This design comes from an exercise in tuning for small area on the open sky130 flow, not from production work. The RTL was checked by simulation tests, not by an equivalence proof against the original design. Power and IR drop assume default switching activity.

## run A
// top
module top(input clk, rst, reset, start_stop, mode, edit_shift, inc, output reg buzzer, output [0:6] seg,output [3:0] digit,output [4:0] mode_value);
reg [5:0] seconds, minutes;
reg [4:0] hours;
reg [1:0] edit_place;
reg [5:0] seconds_temp, minutes_temp;
reg [4:0] hours_temp;
reg [4:0] day_temp;
reg [3:0] month_temp;
reg [5:0] al_minutes;
reg [4:0] al_hours;
reg tm_state, tm_nstate;
reg sw_state, sw_nstate;
reg alarm_state, alarm_nstate;
reg [2:0] state;
reg adv;
reg trigger;
wire chg;
wire sC = ~(state[2] | state[1] | state[0]);
wire sE = ~state[1] & state[0];
wire sT = state[1] & ~state[0];
wire sW = state[1] & state[0];
wire sA = state[2];
wire [2:0] state_nx = sA ? 3'd0 : state + 3'd1;
wire [2:0] state_pv = sC ? 3'd4 : state - 3'd1;
wire [2:0] mstate = chg ? state_pv : state;
assign mode_value = {mstate==3'd0, mstate==3'd1, mstate==3'd2, mstate==3'd3, mstate==3'd4};
reg sclk, half;
reg [5:0] c50;
wire c50_first = c50 == 6'b000001;
wire c50_last  = c50 == 6'b011010;
wire tick = sclk & ~half & c50_first;
localparam [5:0] SC0 = 6'b000001;
reg [5:0] scount;
wire eq30 = scount == 6'b110010;
wire eq31 = scount == 6'b100100;
wire eq32 = scount == 6'b001001;
wire [5:0] sc_inc = eq32 ? scount : {scount[4:0], scount[5] ^ scount[4]};
wire lt30 = ~(eq30 | eq31 | eq32);
wire gt30 = eq31 | eq32;
wire sc_zero = scount == SC0;
assign chg = trigger & sc_zero;
localparam [4:0] AC0 = 5'b00001;
reg [4:0] a_count;
wire ac_eq30 = a_count == 5'b10000;
wire [4:0] ac_inc = ac_eq30 ? 5'd0 : {a_count[3:0], a_count[4] ^ a_count[2]};
wire alarm_match = hours_temp==al_hours && minutes_temp==al_minutes && alarm_state;
seven_seg seven_seg_1(clk,reset,rst,state,start_stop,inc,tm_state,sw_state,alarm_state,~lt30,edit_place,half,seconds,minutes,hours,seg,digit);
always @(posedge clk) begin
    if(rst) begin
        c50<=6'b000001;
        half<=1'b0;
        sclk<=1'b0;
    end
    else if(c50_last) begin
        c50<=6'b000001;
        half<=~half;
        if(half)
            sclk<=~sclk;
    end
    else c50<={c50[4:0], c50[5] ^ c50[4]};
end
always @(posedge clk) begin
    if(rst) begin
        seconds_temp<=0;
  ...
Size in the first run: roughly 5200 sq um of cells after synthesis.
Settings: LEC_CHECK=0, ABC_AREA=1, CAP_MARGIN=20, CORE_MARGIN=2, CORE_UTILIZATION=40, GPL_TIMING_DRIVEN=0, SLEW_MARGIN=20; clock period 10.0 ns.
standard.sh (not shown) runs the stock make flow with config.mk's settings and CLKGATE_MAP_FILE= SYNTH_SCRIPT=/design/flow/synth_recipe.tcl, a recipe that flattens the netlist after the stock synthesis.
==> flow/flow/run.sh <==
#!/bin/bash
# Standard synthesis; then an area-oriented re-synthesis of the combinational
# logic only (registers keep their instances, names and cell types): a few
# rounds of ABC's &deepsyn with four random seeds each, every round starting
# from the smallest result so far; then the standard layout from floorplan to
# finish, with the smallest buffers on the ports and mid-size clock buffers.
set -euo pipefail
WORK=$(pwd)
R=$WORK/orfs/results/$FLOW_PLATFORM/top/base
RO=$WORK/reopt
mkdir -p $RO
bash standard.sh synth > $WORK/std_synth.log 2>&1
cp $R/1_2_yosys.v $WORK/std_1_2_yosys.v
LIB=$FLOW_HOME/platforms/$FLOW_PLATFORM/lib/sky130_fd_sc_hd__tt_025C_1v80.lib
CELLS=$(sed -n '/DONT_USE_CELLS += /,/^#/p' $FLOW_HOME/platforms/$FLOW_PLATFORM/config.mk | grep -o "sky130_fd_sc_hd__[a-z0-9_]*")
DU=$(for c in $CELLS; do echo -n "-dont_use $c "; done)
XL=$(for c in $CELLS; do echo -n "-X $c "; done)
MAP="dch -f
amap -m -F 4 -A 10
topo"

# yosys run of the re-synthesis with ABC script $1, netlist to $2
ys() {
  sed -e "s#@LIB@#$LIB#g" -e "s#@DU@#$DU#g" -e "s#@IN@#$WORK/std_1_2_yosys.v#g" -e "s#@OUT@#$2#g" -e "s#@ABC@#$1#g" $WORK/flow/reopt.ys > $1.ys
  yosys -s $1.ys > $1.log 2>&1
}

# the combinational logic as an AIG with yosys's names
printf "strash\n&get -n\n&put\nwrite_aiger -s $RO/r0.aig\n" > $RO/r0.abc
ys $RO/r0.abc $RO/r0.v
CUR=$RO/r0.aig
BA=""
for ROUND in 1 2 3 4 5 6; do
  for S in 1 2 3 4; do
    N=r${ROUND}_$S
    yosys-abc -c "read_lib -v $XL $LIB; read_aiger $CUR; &get -n; &deepsyn -T 90 -S $((ROUND*10+S)); &put; write_aiger -s $RO/$N.aig; $(echo "$MAP" | tr '\n' ';') print_stats" > $RO/$N.log 2>&1 &
  done
  wait
  # keep the smallest result of all rounds so far
  for S in 1 2 3 4; do
    N=r${ROUND}_$S
    A=$(grep -o "area = *[0-9.]*" $RO/$N.log | tail -1 | grep -o "[0-9.]*$" || true)
    echo "round $ROUND seed $S: $A" >> $WORK/reopt_areas.txt
    if [[ -n "$A" && -s $RO/$N.aig ]] && { [[ -z "$BA" ]] || awk "BEGIN{exit !($A < $BA)}"; }; then BA=$A; CUR=$RO/$N.aig; fi
  done
  echo "round $ROUND: best so far $CUR ($BA)" >> $WORK/reopt_areas.txt
done

# map the best AIG back into the netlist
yosys-abc -c "read_aiger $CUR; write_blif $RO/best.blif" > $RO/best_blif.log 2>&1
sed -i '1,5s/^\.model .*/.model netlist/' $RO/best.blif
printf "read_blif $RO/best.blif\nstrash\n$MAP\n" > $RO/final.abc
ys $RO/final.abc $RO/final.v || true
# and a single-round fallback straight from the standard netlist
printf "strash\n&get -n\n&deepsyn -T 90 -S 1\n&put\n$MAP\n" > $RO/single.abc
ys $RO/single.abc $RO/single.v || true

# keep the smaller netlist whose registers are exactly the standard synthesis's
NS=$(grep -cE "^ +sky130_fd_sc_hd__[a-z]*df[a-z0-9]*_[0-9]+ " $WORK/std_1_2_yosys.v || true)
BEST=""; BA=""
for C in final single; do
  A=$(grep "Chip area for module" $RO/$C.abc.log 2>/dev/null | tail -1 | awk '{print $NF}' || true)
  NF=$(grep -cE "^ +sky130_fd_sc_hd__[a-z]*df[a-z0-9]*_[0-9]+ " $RO/$C.v 2>/dev/null || true)
  if [[ ! -s $RO/$C.v ]] || grep -qE "^ *reg " $RO/$C.v || [[ "$NF" != "$NS" ]]; then A=""; fi
  echo "$C: flops $NF/$NS area '$A'" >> $WORK/reopt_areas.txt
  if [[ -n "$A" ]] && { [[ -z "$BA" ]] || awk "BEGIN{exit !($A < $BA)}"; }; then BEST=$C; BA=$A; fi
done
echo "chosen: $BEST ($BA)" >> $WORK/reopt_areas.txt
if [[ -n "$BEST" ]]; then cp $RO/$BEST.v $R/1_2_yosys.v; fi
bash standard.sh "BUFFER_PORTS_ARGS=-buffer_cell sky130_fd_sc_hd__buf_1" "CTS_ARGS=-sink_clustering_enable -repair_clock_nets -dont_use_dummy_load -buf_list {sky130_fd_sc_hd__clkbuf_4 sky130_fd_sc_hd__clkbuf_8} -sink_clustering_size 12" finish > $WORK/std_layout.log 2>&1
Other scripts of this flow, unchanged in this note and not shown: flow/flow/reopt.ys
#### Input delta (run B over run A)
--- a/flow/flow/run.sh
+++ b/flow/flow/run.sh
@@ -32,2 +32 @@
-BA=""
-for ROUND in 1 2 3 4 5 6; do
+for ROUND in 1 2 3; do
@@ -39 +38 @@
-  # keep the smallest result of all rounds so far
+  BA=""
@@ -46 +45 @@
-  echo "round $ROUND: best so far $CUR ($BA)" >> $WORK/reopt_areas.txt
+  echo "round $ROUND: best $CUR ($BA)" >> $WORK/reopt_areas.txt
[compare] base=run A new=run B: register-to-register slack picked up an extra 0.56 ns; power now larger; cell count moved up. Cmp run A and run B / combined area of all synthesized cells / lower: run A. Of the two values seen for worst setup path endpoint, seg[3] was produced by run A and seg[0] by run B. Setup slack in run B is smaller than in run A. Relative to run A, global-route met1 utilization increased by 2.3 points in run B. Comparing initial cell density of the core for run A and run B, the smaller number came from run B. ~same average footprint of a synthesized cell in run A and run B. Run B ended with less number of DRC markers in iteration 0 than run A. Row maximum number of pins on one net before global-route repair: run B higher / run A lower. Measured against each other, run A and run B differ in wire length reported by the detailed router, the lower figure coming from run A.
### run B -> run C
--- a/flow/flow/run.sh
+++ b/flow/flow/run.sh
@@ -32 +32 @@
-for ROUND in 1 2 3; do
+for ROUND in 1 2 3 4 5; do
==> run notes <==
Going from run B to run C, detailed-route wire length shrinks by about 2.6%.
Of run C and run B, run C shows the lower number of detailed-routing iterations run before antenna repair, with run B above it.
Run C | status: complete | timing, DRC, antenna: pass
On total vias in the final route, run C does better than run B.
Higher multi-input gate count was reported by run B, not run C.
Cell-internal power shrinks slightly when moving from run B to run C.
Compared to run B, run C shows a wider setup margin.
In the tables for run C and run B, fraction of standard cell area in multi-input logic reads lower with run C.
The share of the clock period used by the worst path after layout in run C sits 4.8 points below the value recorded for run B.

Another version of the RTL of top (not shown whole).
Size in the first run: about 24 I/O pins.
==> flow/config.mk <==
export PLATFORM = sky130hd
export DESIGN_NAME = top
export DESIGN_NICKNAME = top
export VERILOG_FILES = /design/flow/design.v
export SDC_FILE = /design/flow/constraint.sdc
export NUM_CORES = 4
export LEC_CHECK = 0
export ABC_AREA = 1
export CAP_MARGIN = 20
export CORE_MARGIN = 2
export CORE_UTILIZATION = 40
export SLEW_MARGIN = 20
==> flow/constraint.sdc <==
create_clock -name core_clock -period 10.0 [get_ports {clk}]
set_input_delay 2.0000 -clock core_clock [delete_from_list [all_inputs] [get_ports {clk}]]
set_output_delay 2.0000 -clock core_clock [all_outputs]
set_load 0.01 [all_outputs]
==> flow/flow/run.sh <==
#!/bin/bash
# Standard synthesis, then an area-oriented re-mapping of the combinational
# logic (registers untouched: same instances, names and cell types), then the
# standard layout from floorplan to finish.
set -euo pipefail
WORK=$(pwd)
R=$WORK/orfs/results/$FLOW_PLATFORM/top/base
bash standard.sh synth > $WORK/std_synth.log 2>&1
cp $R/1_2_yosys.v $WORK/std_1_2_yosys.v
LIB=$FLOW_HOME/platforms/$FLOW_PLATFORM/lib/sky130_fd_sc_hd__tt_025C_1v80.lib
DU=$(sed -n '/DONT_USE_CELLS += /,/^#/p' $FLOW_HOME/platforms/$FLOW_PLATFORM/config.mk | grep -o "sky130_fd_sc_hd__[a-z0-9_]*" | sed 's/^/-dont_use /' | tr '\n' ' ')
sed -e "s#@LIB@#$LIB#g" -e "s#@DU@#$DU#g" -e "s#@IN@#$WORK/std_1_2_yosys.v#g" -e "s#@OUT@#$WORK/reopt.v#g" -e "s#@ABC@#$WORK/flow/reopt.abc#g" $WORK/flow/reopt.ys > $WORK/reopt_run.ys
yosys -s $WORK/reopt_run.ys > $WORK/reopt.log 2>&1
cp $WORK/reopt.v $R/1_2_yosys.v
bash standard.sh "BUFFER_PORTS_ARGS=-buffer_cell sky130_fd_sc_hd__buf_1" "CTS_ARGS=-sink_clustering_enable -repair_clock_nets -dont_use_dummy_load -buf_list sky130_fd_sc_hd__clkbuf_8" finish > $WORK/std_layout.log 2>&1
==> flow/flow/reopt.abc <==
strash
&get -n
&deepsyn -T 60
&put
dch -f
amap
topo
==> flow/flow/reopt.ys <==
read_liberty -ignore_miss_func @LIB@
read_verilog @IN@
hierarchy -top top
setattr -mod -set keep_hierarchy 1 sky130_fd_sc_hd__df*
flatten
opt_clean
abc -liberty @LIB@ @DU@ -script @ABC@
opt_clean -purge
splitnets
hilomap -singleton -hicell sky130_fd_sc_hd__conb_1 HI -locell sky130_fd_sc_hd__conb_1 LO
insbuf -buf sky130_fd_sc_hd__buf_4 A X
select top
stat -liberty @LIB@
write_verilog -noattr -nohex -nodec -selected @OUT@
The baseline ran to the end with no violations.
==> next run, changes <==
--- a/flow/flow/run.sh
+++ b/flow/flow/run.sh
@@ -14,2 +14,2 @@
 cp $WORK/reopt.v $R/1_2_yosys.v
-bash standard.sh "BUFFER_PORTS_ARGS=-buffer_cell sky130_fd_sc_hd__buf_1" "CTS_ARGS=-sink_clustering_enable -repair_clock_nets -dont_use_dummy_load -buf_list sky130_fd_sc_hd__clkbuf_8" finish > $WORK/std_layout.log 2>&1
+bash standard.sh "BUFFER_PORTS_ARGS=-buffer_cell sky130_fd_sc_hd__buf_1" "CTS_ARGS=-sink_clustering_enable -repair_clock_nets -dont_use_dummy_load -buf_list {sky130_fd_sc_hd__clkbuf_4 sky130_fd_sc_hd__clkbuf_8} -sink_clustering_size 12" finish > $WORK/std_layout.log 2>&1
What happened: The new run passed the timing, design-rule and antenna checks; wire length rose by 5.1%; final cell count went down by 3.4%; design area decreases by 1.6%; setup slack gets better by 0.22 ns; critical path depth is higher by 4; synthesized area went down by 1.5%; sequential share of layout area goes up by 0.56 points; power is higher by 1.1%; flip-flop and latch count stays the same; maximum frequency climbs by 3.7%.

Starting RTL as in the previous note.
==> flow/config.mk <==
export PLATFORM = sky130hd
export DESIGN_NAME = top
export DESIGN_NICKNAME = top
export VERILOG_FILES = /design/flow/design.v
export SDC_FILE = /design/flow/constraint.sdc
export NUM_CORES = 4
export LEC_CHECK = 0
export ABC_AREA = 1
export CAP_MARGIN = 20
export CORE_MARGIN = 2
export CORE_UTILIZATION = 40
export SLEW_MARGIN = 20
==> flow/constraint.sdc <==
create_clock -name core_clock -period 10.0 [get_ports {clk}]
set_input_delay 2.0000 -clock core_clock [delete_from_list [all_inputs] [get_ports {clk}]]
set_output_delay 2.0000 -clock core_clock [all_outputs]
set_load 0.01 [all_outputs]
==> flow/flow/run.sh <==
#!/bin/bash
# Standard synthesis, then an area-oriented re-mapping of the combinational
# logic (registers untouched: same instances, names and cell types), then the
# standard layout from floorplan to finish.
set -euo pipefail
WORK=$(pwd)
R=$WORK/orfs/results/$FLOW_PLATFORM/top/base
bash standard.sh synth > $WORK/std_synth.log 2>&1
cp $R/1_2_yosys.v $WORK/std_1_2_yosys.v
LIB=$FLOW_HOME/platforms/$FLOW_PLATFORM/lib/sky130_fd_sc_hd__tt_025C_1v80.lib
DU=$(sed -n '/DONT_USE_CELLS += /,/^#/p' $FLOW_HOME/platforms/$FLOW_PLATFORM/config.mk | grep -o "sky130_fd_sc_hd__[a-z0-9_]*" | sed 's/^/-dont_use /' | tr '\n' ' ')
sed -e "s#@LIB@#$LIB#g" -e "s#@DU@#$DU#g" -e "s#@IN@#$WORK/std_1_2_yosys.v#g" -e "s#@OUT@#$WORK/reopt.v#g" -e "s#@ABC@#$WORK/flow/reopt.abc#g" $WORK/flow/reopt.ys > $WORK/reopt_run.ys
yosys -s $WORK/reopt_run.ys > $WORK/reopt.log 2>&1
cp $WORK/reopt.v $R/1_2_yosys.v
bash standard.sh > $WORK/std_layout.log 2>&1
Scripts as last shown in full above: flow/flow/reopt.abc, flow/flow/reopt.ys
==> next run, changes <==
==> flow/run.sh (new file) <==
#!/bin/bash
# synth_recipe.tcl (not shown) runs the flow's synth.tcl, then flattens the netlist and writes it again
# the make line also repeats each setting of config.mk as NAME=value (left out here)
make -C /OpenROAD-flow-scripts/flow DESIGN_CONFIG=/design/flow/config.mk WORK_HOME=/design/flow/orfs CLKGATE_MAP_FILE= SYNTH_SCRIPT=/design/flow/synth_recipe.tcl finish
removed: flow/flow/run.sh
removed: flow/flow/reopt.abc
removed: flow/flow/reopt.ys
removed: flow/standard.sh
The new run completed with no timing, DRC or antenna violations.
Design area grows by 43%.
Sequential power grows by about 2%.
Routed wire length grows by 44%.
Setup slack improves by 42 ps.
Power grows by 10%.
Via count grows by 43%.
First-iteration DRC count grows by 7.9%.
Area after synthesis grows by 50%.
Die area grows by 48%.
Hold slack improves by 8.5 ps.
Clock skew grows by 4.2 ps.
==> next run, changes <==
==> flow/flow/run.sh (new file) <==
#!/bin/bash
# Standard synthesis; then an area-oriented re-synthesis of the combinational
# logic only (registers keep their instances, names and cell types), tried with
# a few random seeds of which the smallest is kept; then the standard layout
# from floorplan to finish, with the smallest buffers on the ports and
# mid-size clock buffers.
set -euo pipefail
WORK=$(pwd)
R=$WORK/orfs/results/$FLOW_PLATFORM/top/base
bash standard.sh synth > $WORK/std_synth.log 2>&1
cp $R/1_2_yosys.v $WORK/std_1_2_yosys.v
LIB=$FLOW_HOME/platforms/$FLOW_PLATFORM/lib/sky130_fd_sc_hd__tt_025C_1v80.lib
DU=$(sed -n '/DONT_USE_CELLS += /,/^#/p' $FLOW_HOME/platforms/$FLOW_PLATFORM/config.mk | grep -o "sky130_fd_sc_hd__[a-z0-9_]*" | sed 's/^/-dont_use /' | tr '\n' ' ')
for S in 1 2 3 4; do
  printf "strash\n&get -n\n&deepsyn -T 90 -S $S\n&put\ndch -f\namap -m -F 4 -A 10\ntopo\n" > $WORK/reopt_$S.abc
  sed -e "s#@LIB@#$LIB#g" -e "s#@DU@#$DU#g" -e "s#@IN@#$WORK/std_1_2_yosys.v#g" -e "s#@OUT@#$WORK/reopt_$S.v#g" -e "s#@ABC@#$WORK/reopt_$S.abc#g" $WORK/flow/reopt.ys > $WORK/reopt_$S.ys
  yosys -s $WORK/reopt_$S.ys > $WORK/reopt_$S.log 2>&1 &
done
wait
BEST=""; BA=""
for S in 1 2 3 4; do
  A=$(grep "Chip area for module" $WORK/reopt_$S.log | tail -1 | awk '{print $NF}')
  echo "seed $S: $A" >> $WORK/reopt_areas.txt
  if [[ -n "$A" && -s $WORK/reopt_$S.v ]] && { [[ -z "$BA" ]] || awk "BEGIN{exit !($A < $BA)}"; }; then BEST=$S; BA=$A; fi
done
echo "best: seed $BEST ($BA)" >> $WORK/reopt_areas.txt
cp $WORK/reopt_$BEST.v $R/1_2_yosys.v
bash standard.sh "BUFFER_PORTS_ARGS=-buffer_cell sky130_fd_sc_hd__buf_1" "CTS_ARGS=-sink_clustering_enable -repair_clock_nets -dont_use_dummy_load -buf_list sky130_fd_sc_hd__clkbuf_16 -sink_clustering_size 30 -sink_clustering_max_diameter 200" finish > $WORK/std_layout.log 2>&1
==> flow/flow/reopt.ys (new file) <==
read_liberty -ignore_miss_func @LIB@
read_verilog @IN@
hierarchy -top top
setattr -mod -set keep_hierarchy 1 sky130_fd_sc_hd__df*
flatten
opt_clean
abc -liberty @LIB@ @DU@ -script @ABC@
opt_clean -purge
splitnets
hilomap -singleton -hicell sky130_fd_sc_hd__conb_1 HI -locell sky130_fd_sc_hd__conb_1 LO
insbuf -buf sky130_fd_sc_hd__buf_4 A X
select top
stat -liberty @LIB@
write_verilog -noattr -nohex -nodec -selected @OUT@
==> flow/standard.sh (new file) <==
#!/bin/bash
# synth_recipe.tcl (not shown) runs the flow's synth.tcl, then flattens the netlist and writes it again
# the make line also repeats each setting of config.mk as NAME=value (left out here)
make -C /OpenROAD-flow-scripts/flow DESIGN_CONFIG=/design/flow/config.mk WORK_HOME=/design/flow/orfs CLKGATE_MAP_FILE= SYNTH_SCRIPT=/design/flow/synth_recipe.tcl "${@:-finish}"
removed: flow/run.sh
Outcome:
- fmax climbs by 4.3%
- global-route usage came out higher by 0.84 points
- die area went down by 33%
- count of clock-buffer cells in the layout drops by 1
- design area goes down by 33%
- power went down by 18%
==> next run, changes <==
--- a/flow/flow/run.sh
+++ b/flow/flow/run.sh
@@ -26,3 +26,3 @@
 echo "best: seed $BEST ($BA)" >> $WORK/reopt_areas.txt
 cp $WORK/reopt_$BEST.v $R/1_2_yosys.v
-bash standard.sh "BUFFER_PORTS_ARGS=-buffer_cell sky130_fd_sc_hd__buf_1" "CTS_ARGS=-sink_clustering_enable -repair_clock_nets -dont_use_dummy_load -buf_list sky130_fd_sc_hd__clkbuf_16 -sink_clustering_size 30 -sink_clustering_max_diameter 200" finish > $WORK/std_layout.log 2>&1
+bash standard.sh "BUFFER_PORTS_ARGS=-buffer_cell sky130_fd_sc_hd__buf_1" "CTS_ARGS=-sink_clustering_enable -repair_clock_nets -dont_use_dummy_load -buf_list {sky130_fd_sc_hd__clkbuf_4 sky130_fd_sc_hd__clkbuf_8} -sink_clustering_size 12" finish > $WORK/std_layout.log 2>&1
Outcome: Register-to-register slack degrades by 40 ps. Clock skew grows by 6.7 ps. Synthesized cell count is unchanged. Setup slack degrades by 15 ps. Global-route usage barely changes. Utilization shrinks by 0.74 points. Routed wire length is about the same. First-iteration DRC count grows slightly. Die area does not change. Cell count is unchanged.

==> re-timing with driven ports <==
The results above use ideal ports. As a check the final layouts listed here were re-extracted and re-timed, cells and wires unchanged. Step 1 assumes that a clkbuf_16 drives the clock port and a buf_2 every other input. Step 2 adds t to the input delays and takes it off the output delays; t is the mean of the earliest and latest rising clock arrival at the registers after step 1. Input paths then give back, and output paths get back, about the clock's delay inside the block. Three values: ideal, step 1, step 2; two values: the first two.
run | t (ns) | setup WS [ns] | latest minus earliest clock arrival (ns) | worst register clock-pin slew, ns | worst data-port slew with drivers (ns)
run A | 0.404 | 3.359 / 3.336 / 3.095 | 0.036 / 0.036 | 0.10 / 0.10 | 0.04
run B | 0.411 | 3.206 / 3.184 / 3.184 | 0.017 / 0.018 | 0.09 / 0.09 | 0.03
run C | 0.413 | 3.683 / 3.661 / 3.661 | 0.018 / 0.018 | 0.09 / 0.09 | 0.03
the first run of note 2 | 0.418 | 3.799 / 3.778 / 3.553 | 0.025 / 0.024 | 0.10 / 0.10 | 0.03
the second run of note 2 | 0.416 | 4.023 / 3.986 / 4.008 | 0.033 / 0.033 | 0.11 / 0.11 | 0.03
the first run of note 3 | 0.398 | 3.228 / 3.203 / 3.203 | 0.010 / 0.010 | 0.08 / 0.08 | 0.03
the second run of note 3 | 0.418 | 3.270 / 3.241 / 3.241 | 0.016 / 0.016 | 0.08 / 0.08 | 0.03
the third run of note 3 | 0.393 | 3.548 / 3.526 / 3.526 | 0.012 / 0.012 | 0.07 / 0.07 | 0.03
the fourth run of note 3 | 0.420 | 3.533 / 3.493 / 3.513 | 0.019 / 0.019 | 0.10 / 0.10 | 0.03
After both steps every run listed still meets setup and hold. For run A, which loses most, drivers alone change the setup slack by -0.023 ns; drivers and shift together by -0.264 ns.
